From an optimization exercise on the open Yosys and OpenROAD flow, aimed at small area; shortcuts taken in it are not production practice. Function was checked by simulation only, so behaviour that the tests miss may differ from the original.

==> 05-17 <==
==> flow/design.v <==
module regfile(
    input  wire        clk,
    input  wire        rst,
    input  wire        wr,
    input  wire [1:0]  addr1,
    input  wire [1:0]  addr2,
    input  wire [1:0]  addr3,
    input  wire [31:0] data3,
    output wire [31:0] data1,
    output wire [31:0] data2
);
    localparam [31:0] C0 = 32'h12345678;
    localparam [31:0] C1 = 32'h9ABCDEF0;
    localparam [31:0] C2 = 32'hFFFFFFFF;
    localparam [31:0] C3 = 32'h00000001;
    reg [31:0] register [0:3];
    wire [31:0] keep = {32{~rst}};
    wire [31:0] load = {32{rst}};
    always @(posedge clk) begin
        register[0] <= (register[0] & keep) | (C0 & load);
        register[1] <= (register[1] & keep) | (C1 & load);
        register[2] <= (register[2] & keep) | (C2 & load);
        register[3] <= (register[3] & keep) | (C3 & load);
        if (wr)
            register[addr3] <= data3;
    end
    wire [3:0] s1 = 4'b0001 << addr1;
    wire [3:0] s2 = 4'b0001 << addr2;
    wire [31:0] r0 = register[0];
    wire [31:0] r1 = register[1];
    wire [31:0] r2 = register[2];
    wire [31:0] r3 = register[3];
    assign data1 = ({32{s1[0]}} & r0) | ({32{s1[1]}} & r1) |
                   ({32{s1[2]}} & r2) | ({32{s1[3]}} & r3);
    assign data2 = ({32{s2[0]}} & r0) | ({32{s2[1]}} & r1) |
                   ({32{s2[2]}} & r2) | ({32{s2[3]}} & r3);
endmodule
module ALU(
    input  wire [31:0] A,
    input  wire [31:0] B,
    input  wire [2:0]  ALUControl,
    output wire [31:0] Result,
    output wire        Zero
);
    wire op_add = (ALUControl == 3'b000);
    wire op_sub = (ALUControl == 3'b001);
    wire op_and = (ALUControl == 3'b010);
    wire op_xor = (ALUControl == 3'b011);
    wire op_slt = (ALUControl == 3'b101);
    wire inv    = op_sub | op_slt;       
    wire arith  = op_add | op_sub;
    wire en_s   = arith | op_xor;       
    wire [31:0] p  = A ^ B ^ {32{inv}};
    wire [31:0] g  = A & ~p & {32{~op_xor}};
    wire [7:0] bg, bp;
    genvar k, j;
    generate
        for (k = 0; k < 8; k = k + 1) begin : blk
            assign bg[k] = g[4*k+3] | (p[4*k+3] & g[4*k+2]) |
                           (p[4*k+3] & p[4*k+2] & g[4*k+1]) |
                           (p[4*k+3] & p[4*k+2] & p[4*k+1] & g[4*k]);
            assign bp[k] = &p[4*k+3:4*k];
        end
    endgenerate
    wire [7:0] g0 = {bg[7:1], bg[0] | (bp[0] & inv)};
    wire [7:0] p0 = {bp[7:1], 1'b0};
    wire [7:0] g1, p1;
    wire [7:0] g2, p2;
    wire [7:0] g3, p3;
    generate
        for (k = 0; k < 8; k = k + 1) begin : l1
            if (k % 2 == 1) begin : m
                assign g1[k] = g0[k] | (p0[k] & g0[k-1]);
                assign p1[k] = p0[k] & p0[k-1];
            end else begin : n
                assign g1[k] = g0[k];
                assign p1[k] = p0[k];
            end
        end
        for (k = 0; k < 8; k = k + 1) begin : l2
            if (k % 4 >= 2) begin : m
                assign g2[k] = g1[k] | (p1[k] & g1[(k/4)*4+1]);
                assign p2[k] = p1[k] & p1[(k/4)*4+1];
            end else begin : n
                assign g2[k] = g1[k];
                assign p2[k] = p1[k];
            end
        end
        for (k = 0; k < 8; k = k + 1) begin : l3
            if (k >= 4) begin : m
                assign g3[k] = g2[k] | (p2[k] & g2[3]);
                assign p3[k] = p2[k] & p2[3];
            end else begin : n
                assign g3[k] = g2[k];
                assign p3[k] = p2[k];
            end
        end
    endgenerate
    wire [32:0] c;
    assign c[0] = inv;
    generate
        for (k = 0; k < 8; k = k + 1) begin : bc
            if (k > 0) begin : cin
                assign c[4*k] = g3[k-1];
            end
            for (j = 1; j < 4; j = j + 1) begin : rip
                assign c[4*k+j] = g[4*k+j-1] | (p[4*k+j-1] & c[4*k+j-1]);
            end
        end
    endgenerate
    assign c[32] = g3[7];
    wire [31:0] sum = p ^ c[31:0];
    wire less = ~c[32];                  
    assign Result = ({32{en_s}} & sum) | ({32{op_and}} & g) |
                    {31'b0, op_slt & less};
    assign Zero = ~|Result;
endmodule
module Datapath(
    input  wire           clk,
    input  wire           rst,
    input  wire           wr,
    input  wire [2:0]     ALUControl,
    input  wire [1:0]     addr1,
    input  wire [1:0]     addr2,
    input  wire [1:0]     addr3,
    output wire           Zero,
    output wire [31:0]    Result
);
    wire [31:0] data1;
    wire [31:0] data2;
    regfile rf (
        .clk(clk), .rst(rst), .wr(wr),
        .addr1(addr1), .addr2(addr2), .addr3(addr3),
        .data3(Result), .data1(data1), .data2(data2)
    );
    ALU alu_unit (
        .A(data1), .B(data2), .ALUControl(ALUControl),
        .Result(Result), .Zero(Zero)
    );
endmodule
==> flow/flow/run.sh <==
#!/bin/bash
# Own flow: the standard synthesis, then its combinational logic re-mapped
# by ABC with an area-oriented script (flip-flops untouched), then the
# standard layout steps from floorplan to finish.
set -euo pipefail
W=$PWD
R=$W/orfs/results/$FLOW_PLATFORM/Datapath/base
LIB=$FLOW_HOME/platforms/$FLOW_PLATFORM/lib/sky130_fd_sc_hd__tt_025C_1v80.lib

bash standard.sh synth > $W/synth_standard.log 2>&1
cp $R/1_2_yosys.v $W/synth_standard.v

DONTUSE=$(sed -n '/DONT_USE_CELLS +=/,/^#/p' $FLOW_HOME/platforms/$FLOW_PLATFORM/config.mk \
    | grep -o 'sky130_fd_sc_hd__[a-z0-9_]*' | sed 's/^/-dont_use /' | tr '\n' ' ')
sed -e "s#@IN@#$W/synth_standard.v#" -e "s#@OUT@#$W/synth_remap.v#" -e "s#@LIB@#$LIB#g" \
    -e "s#@ABC@#$W/flow/remap.abc#" -e "s#@ZABC@#$W/flow/zero.abc#" -e "s#@DONTUSE@#$DONTUSE#" $W/flow/remap.ys > $W/remap_run.ys
yosys -q -l $W/remap.log $W/remap_run.ys > /dev/null 2>&1

cp $W/synth_remap.v $R/1_2_yosys.v
rm -f $R/1_synth.odb
bash standard.sh synth > $W/synth_odb.log 2>&1
bash standard.sh REMOVE_ABC_BUFFERS=1 \
    "BUFFER_PORTS_ARGS=-buffer_cell sky130_fd_sc_hd__buf_1" \
    "CTS_ARGS=-sink_clustering_enable -repair_clock_nets -root_buf sky130_fd_sc_hd__clkbuf_16 -buf_list sky130_fd_sc_hd__clkbuf_4 -dont_use_dummy_load" \
    finish > $W/layout.log 2>&1
==> flow/flow/remap.abc <==
strash
&get -n
&dch -f
&nf -R 1000 -C 32
&put
topo
stime -c
==> flow/flow/remap.ys <==
# Re-map the combinational logic of the standard synthesis netlist with
# ABC; the flip-flops (kept as black boxes) and their names are left exactly
# as the standard synthesis made them. The gates that only feed the Zero
# output (the all-zero detector) are mapped on their own for delay, the
# rest for area.
read_verilog @IN@
read_liberty -overwrite -ignore_miss_func @LIB@
setattr -mod -set blackbox 1 sky130_fd_sc_hd__df* sky130_fd_sc_hd__edf* sky130_fd_sc_hd__sdf* sky130_fd_sc_hd__sedf*
hierarchy -top Datapath
flatten
opt_clean -purge
select -set zc o:Zero %ci*:-sky130_fd_sc_hd__dfxtp_1
select -set oc o:Result %ci*:-sky130_fd_sc_hd__dfxtp_1 t:sky130_fd_sc_hd__dfxtp_1 %ci1 %ci*:-sky130_fd_sc_hd__dfxtp_1 %u
select -set zonly @zc @oc %d
select -set zcells @zonly t:* %i
select -set main t:* @zcells %d
abc -liberty @LIB@ @DONTUSE@ -script @ABC@ @main
read_liberty -lib -overwrite -ignore_miss_func @LIB@
select -clear
abc -liberty @LIB@ @DONTUSE@ -script @ZABC@ @zcells
read_liberty -lib -overwrite -ignore_miss_func @LIB@
select -clear
opt_clean -purge
splitnets
opt_clean -purge
hilomap -singleton -hicell sky130_fd_sc_hd__conb_1 HI -locell sky130_fd_sc_hd__conb_1 LO
insbuf -buf sky130_fd_sc_hd__buf_4 A X
check -assert
stat -liberty @LIB@
select Datapath
write_verilog -noattr -nohex -nodec -selected @OUT@
==> flow/flow/zero.abc <==
strash
&get -n
&b
&nf -R 0
&put
topo
stime -c
==> flow/standard.sh <==
#!/bin/bash
# synth_recipe.tcl (not shown) runs the flow's synth.tcl, then flattens the netlist and writes it again
# the make line also repeats each setting of config.mk as NAME=value (left out here)
make -C /OpenROAD-flow-scripts/flow DESIGN_CONFIG=/design/flow/config.mk WORK_HOME=/design/flow/orfs CLKGATE_MAP_FILE= SYNTH_SCRIPT=/design/flow/synth_recipe.tcl "${@:-finish}"
==> flow/config.mk <==
export PLATFORM = sky130hd
export DESIGN_NAME = Datapath
export DESIGN_NICKNAME = Datapath
export VERILOG_FILES = /design/flow/design.v
export SDC_FILE = /design/flow/constraint.sdc
export NUM_CORES = 4
export LEC_CHECK = 0
export ABC_AREA = 1
export CAP_MARGIN = 20
export CORE_MARGIN = 2
export CORE_UTILIZATION = 40
export SLEW_MARGIN = 20
==> flow/constraint.sdc <==
create_clock -name core_clock -period 8.5 [get_ports {clk}]
set_input_delay 1.7000 -clock core_clock [delete_from_list [all_inputs] [get_ports {clk}]]
set_output_delay 1.7000 -clock core_clock [all_outputs]
set_load 0.01 [all_outputs]
==> 02-27 (differences from 05-17) <==
--- a/flow/flow/run.sh
+++ b/flow/flow/run.sh
@@ -14,5 +14,5 @@
     | grep -o 'sky130_fd_sc_hd__[a-z0-9_]*' | sed 's/^/-dont_use /' | tr '\n' ' ')
 sed -e "s#@IN@#$W/synth_standard.v#" -e "s#@OUT@#$W/synth_remap.v#" -e "s#@LIB@#$LIB#g" \
-    -e "s#@ABC@#$W/flow/remap.abc#" -e "s#@ZABC@#$W/flow/zero.abc#" -e "s#@DONTUSE@#$DONTUSE#" $W/flow/remap.ys > $W/remap_run.ys
+    -e "s#@ABC@#$W/flow/remap.abc#" -e "s#@DONTUSE@#$DONTUSE#" $W/flow/remap.ys > $W/remap_run.ys
 yosys -q -l $W/remap.log $W/remap_run.ys > /dev/null 2>&1
 
@@ -20,5 +20,5 @@
 rm -f $R/1_synth.odb
 bash standard.sh synth > $W/synth_odb.log 2>&1
-bash standard.sh REMOVE_ABC_BUFFERS=1 \
+bash standard.sh REMOVE_ABC_BUFFERS=1 GPL_KEEP_OVERFLOW=0 \
     "BUFFER_PORTS_ARGS=-buffer_cell sky130_fd_sc_hd__buf_1" \
     "CTS_ARGS=-sink_clustering_enable -repair_clock_nets -root_buf sky130_fd_sc_hd__clkbuf_16 -buf_list sky130_fd_sc_hd__clkbuf_4 -dont_use_dummy_load" \
==> flow/flow/remap.abc (replaced) <==
strash
&get -n
&dch -f
&nf -R 1000
&put
topo
stime -c
==> flow/flow/remap.ys (replaced) <==
# Re-map the combinational logic of the standard synthesis netlist with a
# different ABC script; the flip-flops (kept as black boxes) and their
# names are left exactly as the standard synthesis made them.
read_verilog @IN@
read_liberty -overwrite -ignore_miss_func @LIB@
setattr -mod -set blackbox 1 sky130_fd_sc_hd__df* sky130_fd_sc_hd__edf* sky130_fd_sc_hd__sdf* sky130_fd_sc_hd__sedf*
hierarchy -top Datapath
flatten
opt_clean -purge
abc -liberty @LIB@ @DONTUSE@ -script @ABC@
read_liberty -lib -overwrite -ignore_miss_func @LIB@
opt_clean -purge
splitnets
opt_clean -purge
hilomap -singleton -hicell sky130_fd_sc_hd__conb_1 HI -locell sky130_fd_sc_hd__conb_1 LO
insbuf -buf sky130_fd_sc_hd__buf_4 A X
check -assert
stat -liberty @LIB@
select Datapath
write_verilog -noattr -nohex -nodec -selected @OUT@
- SETUP_SLACK_MARGIN: default -> 0.05
removed: flow/flow/zero.abc
==> 07-16 (differences from 05-17) <==
--- a/flow/design.v
+++ b/flow/design.v
@@ -25,14 +25,6 @@
             register[addr3] <= data3;
     end
-    wire [3:0] s1 = 4'b0001 << addr1;
-    wire [3:0] s2 = 4'b0001 << addr2;
-    wire [31:0] r0 = register[0];
-    wire [31:0] r1 = register[1];
-    wire [31:0] r2 = register[2];
-    wire [31:0] r3 = register[3];
-    assign data1 = ({32{s1[0]}} & r0) | ({32{s1[1]}} & r1) |
-                   ({32{s1[2]}} & r2) | ({32{s1[3]}} & r3);
-    assign data2 = ({32{s2[0]}} & r0) | ({32{s2[1]}} & r1) |
-                   ({32{s2[2]}} & r2) | ({32{s2[3]}} & r3);
+    assign data1 = register[addr1];
+    assign data2 = register[addr2];
 endmodule
 module ALU(
@@ -50,7 +42,7 @@
     wire inv    = op_sub | op_slt;       
     wire arith  = op_add | op_sub;
-    wire en_s   = arith | op_xor;       
-    wire [31:0] p  = A ^ B ^ {32{inv}};
-    wire [31:0] g  = A & ~p & {32{~op_xor}};
+    wire [31:0] bx = B ^ {32{inv}};
+    wire [31:0] p  = A ^ bx;
+    wire [31:0] g  = A & bx;
     wire [7:0] bg, bp;
     genvar k, j;
@@ -112,6 +104,6 @@
     wire [31:0] sum = p ^ c[31:0];
     wire less = ~c[32];                  
-    assign Result = ({32{en_s}} & sum) | ({32{op_and}} & g) |
-                    {31'b0, op_slt & less};
+    assign Result = ({32{arith}} & sum) | ({32{op_and}} & g) |
+                    ({32{op_xor}} & p) | {31'b0, op_slt & less};
     assign Zero = ~|Result;
 endmodule
==> flow/run.sh (new file) <==
#!/bin/bash
# synth_recipe.tcl (not shown) runs the flow's synth.tcl, then flattens the netlist and writes it again
# the make line also repeats each setting of config.mk as NAME=value (left out here)
make -C /OpenROAD-flow-scripts/flow DESIGN_CONFIG=/design/flow/config.mk WORK_HOME=/design/flow/orfs CLKGATE_MAP_FILE= SYNTH_SCRIPT=/design/flow/synth_recipe.tcl finish
removed: flow/flow/run.sh
removed: flow/flow/remap.abc
removed: flow/flow/remap.ys
removed: flow/flow/zero.abc
removed: flow/standard.sh
==> results.py <==
metrics = {
    "die": {
        "tapCellCount": 280,
    },
    "worst_setup_path": {
        "crit_cells": 27,
        "timing.rr.start": "rf.register[1][0]",
        "cp_slowest_cell": "clkdlybuf4s50_1",
    },
    "cells_and_area": {
        "final_cell_mix": "inv_1, nand2_1, dfxtp_1, nor2_1, o21ai_0",
        "clkbuf_count": 23,
        "clk_share_pct": 5.65,
    },
    "routing": {
        "drt_iter0_drc": 750,
    },
    "outcome": {
        "status": "timing/DRC/antenna clean",
    },
}
-- figures above: 07-16

==> results.py <==
metrics = {
    "worst_setup_path": {
        "crit_cells": 27,
        "timing.rr.start": "rf.register[2][0]",
    },
    "cells_and_area": {
        "clkbuf_count": 17,
        "clk_share_pct": 1.72,
        "final_cell_mix": "nand2_1, dfxtp_1, nor2_1, xnor2_1, a21oi_1",
    },
    "outcome": {
        "status": "timing/DRC/antenna clean",
    },
    "routing": {
        "wirelength_um": 26400,
    },
    "die": {
        "tapCellCount": 225,
    },
}
-- figures above: 02-27

==> results.py <==
metrics = {
    "cells_and_area": {
        "clk_share_pct": 1.73,
        "clkbuf_count": 17,
    },
    "outcome": {
        "status": "timing/DRC/antenna clean",
    },
    "die": {
        "tapCellCount": 229,
    },
}
-- figures above: 05-17

[static timing again, ports no longer ideal]
In the flow no input, the clock included, has a driving cell. The finished layouts below were timed again as built, in two steps.
Step 1 assumes that a clkbuf_16 drives the clock port and a buf_2 every other input.
Step 2 adds t to the input delays and takes it off the output delays; t is the mean of the earliest and latest rising clock arrival at the registers after step 1. Input paths then give back, and output paths get back, about the clock's delay inside the block.
a / b / c = ideal ports / drivers / drivers and shift; a / b = the first two.
run | t (ns) | setup slack, ns | hold WS [ns]
05-17 | 0.406 | 0.349 / 0.325 / 0.325 | 0.482 / 0.482 / 0.482
02-27 | 0.421 | 0.152 / 0.102 / 0.102 | 0.487 / 0.487 / 0.487
07-16 | 0.470 | 0.207 / 0.177 / 0.177 | 0.475 / 0.475 / 0.475
After both steps setup and hold are still met in every run listed. For 02-27, which loses most, drivers alone change the setup slack by -0.050 ns; drivers and shift together by -0.050 ns.
